Context: an optimization exercise on an open-source flow, tuned for small area, a short achievable clock period and few clock cycles. The choices shown serve that exercise and are no tape-out recipe. Only simulation tests tie the RTL to the original design; equivalence was not proved.

==> flow/design.v <==
  localparam R_TYPE = 7'b0110011;
  localparam I_TYPE = 7'b0010011;
  localparam LOAD   = 7'b0000011;
  localparam STORE  = 7'b0100011;
module riscv_top #(
    parameter IM_DEPTH = 64,
    parameter RF_DEPTH = 32,
    parameter SM_DEPTH = 32
) (
    input  logic clk_100MHz,
    input  logic reset,
    input  logic Memory_Initialization,
    input  logic [($clog2(IM_DEPTH<<2))-1:0] writeAddr_IM,
    input  logic [31:0] writeData_IM,
    input  logic writeEn_IM,
    input  logic [($clog2(SM_DEPTH<<2))-1:0] writeAddr_SM_TB,
    input  logic [31:0] writeData_SM_TB,
    input  logic writeEn_SM_TB,
    output logic        rf_we,
    output logic [4:0]  rf_waddr,
    output logic [31:0] rf_wdata,
    output logic        sm_we,
    output logic [4:0]  sm_waddr,
    output logic [31:0] sm_wdata
);
  localparam R_TYPE = 7'b0110011;
  localparam I_TYPE = 7'b0010011;
  localparam LOAD   = 7'b0000011;
  localparam STORE  = 7'b0100011;
    logic        rst_q, mi_q;
    logic        im_we_q;
    logic [5:0]  im_wa_q;
    logic [25:0] im_wd_q;
    logic        sm_we_q;
    logic [4:0]  sm_wa_q;
    logic [31:0] sm_wd_q;
    logic [6:0]  in_op;
    logic [31:0] in_m;
    assign in_op = writeData_IM[6:0];
    always_comb begin
        in_m = writeData_IM;
        if (in_op == LOAD) begin
            in_m[14:12] = 3'd0;
        end else if (in_op == STORE) begin
            in_m[14:12] = 3'd1;
        end else if (in_op != I_TYPE) begin
            in_m[29:27] = writeData_IM[14:12];
            in_m[14:12] = 3'd2;
            if (in_op != R_TYPE) in_m[11:7] = 5'd0;
        end
    end
    assign rst_q   = reset;
    assign mi_q    = Memory_Initialization;
    assign im_we_q = writeEn_IM;
    assign im_wa_q = writeAddr_IM[7:2];
    assign im_wd_q = {in_m[31:7], in_op == I_TYPE};
    assign sm_we_q = writeEn_SM_TB;
    assign sm_wa_q = writeAddr_SM_TB[6:2];
    assign sm_wd_q = writeData_SM_TB;
    logic run;
    assign run = ~rst_q & ~mi_q;
    logic [25:0] imem [0:63];
    logic [25:0] im_rd;
    logic [7:0]  pc_lo, pc_hi;
    always_comb begin
        im_rd = '0;
        for (int k = 0; k < 64; k++) im_rd = im_rd | (imem[k] & {26{pc_hi[k/8] & pc_lo[k%8]}});
    end
    function automatic logic [3:0] dec2(input logic [1:0] v);
        dec2 = 4'd1 << v;
    endfunction
    function automatic logic [7:0] dec3(input logic [2:0] v);
        dec3 = 8'd1 << v;
    endfunction
    always_ff @(posedge clk_100MHz) begin
        if (im_we_q) imem[im_wa_q] <= im_wd_q;
    end
    logic [25:0] ir;
    logic [3:0]  rs1_lo, rs2_lo;    
    logic [7:0]  rs1_hi, rs2_hi;
    logic        vD;
    logic [31:0] a_x, b_x;
    logic [4:0]  rd_x, addr_x;
    logic [3:0]  ad_lo;             
    logic [7:0]  ad_hi;
    logic        we_x, st_x, ld_x;
    logic        k_add, k_inv, k_sll, k_sr, k_sra, k_slt, k_sltu, k_xor, k_or, k_and;
    logic [31:0] r_w;
    logic [4:0]  rd_w;           
    logic        we_w, st_w;
    logic [31:0] res;            
    logic [31:0] rf [1:31];
    logic [31:0] rvalid;
    logic [31:0] dmem [0:31];
    logic [31:0] dvalid;
    always_ff @(posedge clk_100MHz) begin
        if (rst_q)     rvalid <= '0;
        else if (we_w) rvalid[rd_w] <= 1'b1;
    end
    genvar gi;
    generate
        for (gi = 1; gi < 32; gi++) begin : g_rf
            always_ff @(posedge clk_100MHz) begin
                if (we_w && rd_w == gi) rf[gi] <= r_w;
            end
        end
    endgenerate
    logic        dm_we;
    logic [4:0]  dm_wa;
    logic [31:0] dm_wd;
    assign dm_we = sm_we_q | st_w;
    assign dm_wa = sm_we_q ? sm_wa_q : rd_w;
    assign dm_wd = sm_we_q ? sm_wd_q : r_w;
    always_ff @(posedge clk_100MHz) begin
        if (rst_q)      dvalid <= '0;
        else if (dm_we) dvalid[dm_wa] <= 1'b1;
    end
    always_ff @(posedge clk_100MHz) begin
        if (dm_we) dmem[dm_wa] <= dm_wd;
    end
    logic [4:0]  rd, rs1, rs2;
    logic [2:0]  f3;
    logic        b30;
    logic [11:0] imm_i, imm_s;
    logic        is_r, is_i, is_l, is_s, is_alu;
    logic        stall;
    assign is_i   = ir[0];
    assign is_s   = ~ir[0] & ir[6];
    assign is_r   = ~ir[0] & ir[7];
    assign is_l   = ~ir[0] & ~ir[6] & ~ir[7];
    assign rd     = ir[5:1];
    assign f3     = ir[0] ? ir[8:6] : ir[23:21];
    assign rs1    = ir[13:9];
    assign rs2    = ir[18:14];
    assign b30    = ir[24];
    assign imm_i  = ir[25:14];
    assign imm_s  = {ir[25:19], ir[5:1]};
    assign is_alu = is_r | is_i;
    assign stall = vD & (is_l | is_s) & we_x & (rd_x == rs1);
    logic [31:0] rf1, rf2, a_d, b_d;
    always_comb begin
        rf1 = '0;
        rf2 = '0;
        for (int k = 1; k < 32; k++) begin
            rf1 = rf1 | (rf[k] & {32{rs1_hi[k/4] & rs1_lo[k%4]}});
            rf2 = rf2 | (rf[k] & {32{rs2_hi[k/4] & rs2_lo[k%4]}});
        end
    end
    assign a_d = (we_w && rd_w == rs1) ? r_w : (rvalid[rs1] ? rf1 : 32'd0);
    assign b_d = (we_w && rd_w == rs2) ? r_w : (rvalid[rs2] ? rf2 : 32'd0);
    logic [3:0]  sel;
    logic [6:0]  addr_sum;
    logic        go, inv_d, fwda_d, fwdb_d;
    assign sel      = is_r ? {b30, f3} : ((f3 == 3'd1 || f3 == 3'd5) ? {b30, f3} : {1'b0, f3});
    logic [6:0]  imm7, sum_rf, sum_bp;
    logic        byp1, val1;
    assign imm7     = is_s ? imm_s[6:0] : imm_i[6:0];
    assign sum_rf   = rf1[6:0] + imm7;
    assign sum_bp   = r_w[6:0] + imm7;
    assign byp1     = we_w && rd_w == rs1;
    assign val1     = rvalid[rs1];
    assign addr_sum = byp1 ? sum_bp : (val1 ? sum_rf : imm7);
    assign go       = run & vD & ~stall;
    assign inv_d    = is_alu && (sel == 4'd8 || sel == 4'd2 || sel == 4'd3);
    assign fwda_d   = we_x && (rd_x == rs1);
    assign fwdb_d   = we_x && (rd_x == rs2);
    always_ff @(posedge clk_100MHz) begin
        if (!run) begin
            pc_lo <= 8'd1;
            pc_hi <= 8'd1;
            vD    <= 1'b0;
        end else if (!stall) begin
            pc_lo <= {pc_lo[6:0], pc_lo[7]};
            if (pc_lo[7]) pc_hi <= {pc_hi[6:0], pc_hi[7]};
            vD    <= 1'b1;
        end
        if (!stall) begin
            ir     <= im_rd;
            rs1_lo <= dec2(im_rd[10:9]);
            rs1_hi <= dec3(im_rd[13:11]);
            rs2_lo <= dec2(im_rd[15:14]);
            rs2_hi <= dec3(im_rd[18:16]);
        end
    end
    always_ff @(posedge clk_100MHz) begin
        a_x    <= fwda_d ? res : a_d;
        if (is_i | is_l)
            b_x <= {{20{imm_i[11]}}, imm_i} ^ {32{inv_d}};
        else
            b_x <= (fwdb_d ? res : b_d) ^ {32{inv_d}};
        rd_x   <= rd;
        addr_x <= addr_sum[6:2];
        ad_lo  <= byp1 ? dec2(sum_bp[3:2]) : (val1 ? dec2(sum_rf[3:2]) : dec2(imm7[3:2]));
        ad_hi  <= byp1 ? dec3(sum_bp[6:4]) : (val1 ? dec3(sum_rf[6:4]) : dec3(imm7[6:4]));
        if (!go) begin
            we_x <= 1'b0; st_x <= 1'b0; ld_x <= 1'b0;
            k_add <= 1'b0; k_inv <= 1'b0; k_sll <= 1'b0; k_sr <= 1'b0; k_sra <= 1'b0;
            k_slt <= 1'b0; k_sltu <= 1'b0; k_xor <= 1'b0; k_or <= 1'b0; k_and <= 1'b0;
        end else begin
            we_x   <= (is_alu | is_l) && (rd != 5'd0);
            st_x   <= is_s;
            ld_x   <= is_l;
            k_add  <= is_alu && (sel == 4'd0 || sel == 4'd8);
            k_inv  <= inv_d;
            k_sll  <= is_alu && (sel == 4'd1);
            k_sr   <= is_alu && (sel == 4'd5 || sel == 4'd13);
            k_sra  <= is_alu && (sel == 4'd13);
            k_slt  <= is_alu && (sel == 4'd2);
            k_sltu <= is_alu && (sel == 4'd3);
            k_xor  <= is_alu && (sel == 4'd4);
            k_or   <= is_alu && (sel == 4'd6);
            k_and  <= is_alu && (sel == 4'd7);
        end
    end
    logic [31:0] sum, sll_r, sr_r, dm_rd, ld_data;
    logic        cout, lt_u, lt_s;
    logic [4:0]  sh;
    assign {cout, sum} = {1'b0, a_x} + {1'b0, b_x} + {32'd0, k_inv};
    assign lt_u  = ~cout;
    assign lt_s  = (a_x[31] == b_x[31]) ? a_x[31] : sum[31];    
    assign sh    = b_x[4:0];
    assign sll_r = a_x << sh;
    logic signed [32:0] sr_in, sr_out;
    assign sr_in  = {k_sra & a_x[31], a_x};
    assign sr_out = sr_in >>> sh;
    assign sr_r   = sr_out[31:0];
    always_comb begin
        dm_rd = '0;
        for (int k = 0; k < 32; k++) dm_rd = dm_rd | (dmem[k] & {32{ad_hi[k/4] & ad_lo[k%4]}});
    end
    assign ld_data = (st_w && rd_w == addr_x) ? r_w : (dvalid[addr_x] ? dm_rd : 32'd0);
    assign res = ({32{k_add}}  & sum)
               | ({32{k_sll}}  & sll_r)
               | ({32{k_sr}}   & sr_r)
               | ({32{k_slt}}  & {31'd0, lt_s})
               | ({32{k_sltu}} & {31'd0, lt_u})
               | ({32{k_xor}}  & (a_x ^ b_x))
               | ({32{k_or}}   & (a_x | b_x))
               | ({32{k_and}}  & (a_x & b_x))
               | ({32{ld_x}}   & ld_data)
               | ({32{st_x}}   & b_x);
    always_ff @(posedge clk_100MHz) begin
        if (we_x | st_x) begin
            r_w  <= res;
            rd_w <= st_x ? addr_x : rd_x;
        end
        we_w <= we_x;            
        st_w <= st_x;
    end
    logic        o_rfwe, o_smwe;
    logic [4:0]  o_addr;
    logic [31:0] o_data;
    always_ff @(posedge clk_100MHz) begin
        o_rfwe <= run & we_x;
        o_smwe <= run & st_x;
        o_addr <= st_x ? addr_x : rd_x;
        o_data <= res;
    end
    assign rf_we    = o_rfwe;
    assign rf_waddr = o_addr;
    assign rf_wdata = o_data;
    assign sm_we    = o_smwe;
    assign sm_waddr = o_addr;
    assign sm_wdata = o_data;
endmodule
export LEC_CHECK = 0
export CAP_MARGIN = 20
export CORE_MARGIN = 2
export CORE_UTILIZATION = 45
export CTS_CLUSTER_DIAMETER = 80
export CTS_CLUSTER_SIZE = 25
export SLEW_MARGIN = 20
create_clock -name core_clock -period 10.0 [get_ports {clk_100MHz}]
standard.sh (not shown) runs the stock make flow with config.mk's settings and CLKGATE_MAP_FILE= SYNTH_SCRIPT=/design/flow/synth_recipe.tcl, a recipe that flattens the netlist after the stock synthesis.
==> flow/flow/run.sh <==
#!/bin/bash
set -euo pipefail
MARGIN=6.5
bash standard.sh synth > synth.log 2>&1
bash standard.sh "BUFFER_PORTS_ARGS=-buffer_cell sky130_fd_sc_hd__buf_4" "SETUP_SLACK_MARGIN=$MARGIN" finish > layout.log 2>&1
The starting point completed without violations.
Testbench counts at the start, summed over its fixed seeds: cycles 9,420.
Next try:
--- a/flow/design.v
+++ b/flow/design.v
@@ -150,18 +150,11 @@
     assign b_d = (we_w && rd_w == rs2) ? r_w : (rvalid[rs2] ? rf2 : 32'd0);
     logic [3:0]  sel;
     logic [6:0]  addr_sum;
     logic        go, inv_d, fwda_d, fwdb_d;
     assign sel      = is_r ? {b30, f3} : ((f3 == 3'd1 || f3 == 3'd5) ? {b30, f3} : {1'b0, f3});
-    logic [6:0]  imm7, sum_rf, sum_bp;
-    logic        byp1, val1;
-    assign imm7     = is_s ? imm_s[6:0] : imm_i[6:0];
-    assign sum_rf   = rf1[6:0] + imm7;
-    assign sum_bp   = r_w[6:0] + imm7;
-    assign byp1     = we_w && rd_w == rs1;
-    assign val1     = rvalid[rs1];
-    assign addr_sum = byp1 ? sum_bp : (val1 ? sum_rf : imm7);
+    assign addr_sum = a_d[6:0] + (is_s ? imm_s[6:0] : imm_i[6:0]);
     assign go       = run & vD & ~stall;
     assign inv_d    = is_alu && (sel == 4'd8 || sel == 4'd2 || sel == 4'd3);
     assign fwda_d   = we_x && (rd_x == rs1);
     assign fwdb_d   = we_x && (rd_x == rs2);
     always_ff @(posedge clk_100MHz) begin
@@ -188,12 +181,12 @@
             b_x <= {{20{imm_i[11]}}, imm_i} ^ {32{inv_d}};
         else
             b_x <= (fwdb_d ? res : b_d) ^ {32{inv_d}};
         rd_x   <= rd;
         addr_x <= addr_sum[6:2];
-        ad_lo  <= byp1 ? dec2(sum_bp[3:2]) : (val1 ? dec2(sum_rf[3:2]) : dec2(imm7[3:2]));
-        ad_hi  <= byp1 ? dec3(sum_bp[6:4]) : (val1 ? dec3(sum_rf[6:4]) : dec3(imm7[6:4]));
+        ad_lo  <= dec2(addr_sum[3:2]);
+        ad_hi  <= dec3(addr_sum[6:4]);
         if (!go) begin
             we_x <= 1'b0; st_x <= 1'b0; ld_x <= 1'b0;
             k_add <= 1'b0; k_inv <= 1'b0; k_sll <= 1'b0; k_sr <= 1'b0; k_sra <= 1'b0;
             k_slt <= 1'b0; k_sltu <= 1'b0; k_xor <= 1'b0; k_or <= 1'b0; k_and <= 1'b0;
         end else begin
=> This time the run finished with antenna violations left; wire length increases by 0.35%; cell area stays flat; clock-buffer cell count increases by 18; worst setup slack gets better by 0.11 ns; non-clock buffer count decreases by 7; via count decreases by 0.40%; utilization is about the same; critical path depth stays the same; cell count barely changes; worst hold slack gets better by 0.015 ns; synthesized cell count increases by 0.37%; sequential cell count does not change.
Testbench counts after the change, summed over its fixed seeds: cycles 9,420.

-- afterwards: timing with drivers on the ports --
The flow's constraints put no driver on any port. The routed layouts listed below were extracted and timed again, unchanged, in two steps.
Step 1, drivers: a clkbuf_16 drives clk_100MHz and a buf_2 each remaining input, both assumed.
Step 2 times the ports against the registers' clock, not the clock port: input delays grow and output delays shrink by t, the midpoint of the rising clock arrivals with the driver on.
a / b / c = no drivers / after step 1 / after step 2; a / b = the first two.
| run | t, ns | setup WS [ns] | pins driven straight from the clock port |
|---|---|---|---|
| the first run | 1.080 | 5.996 / 5.996 / 5.495 | 1 |
| the second run | 1.085 | 6.109 / 6.109 / 5.510 | 1 |
The setup slack of the second run, which loses most, moves by 0.000 ns with the drivers and by -0.599 ns with both steps.
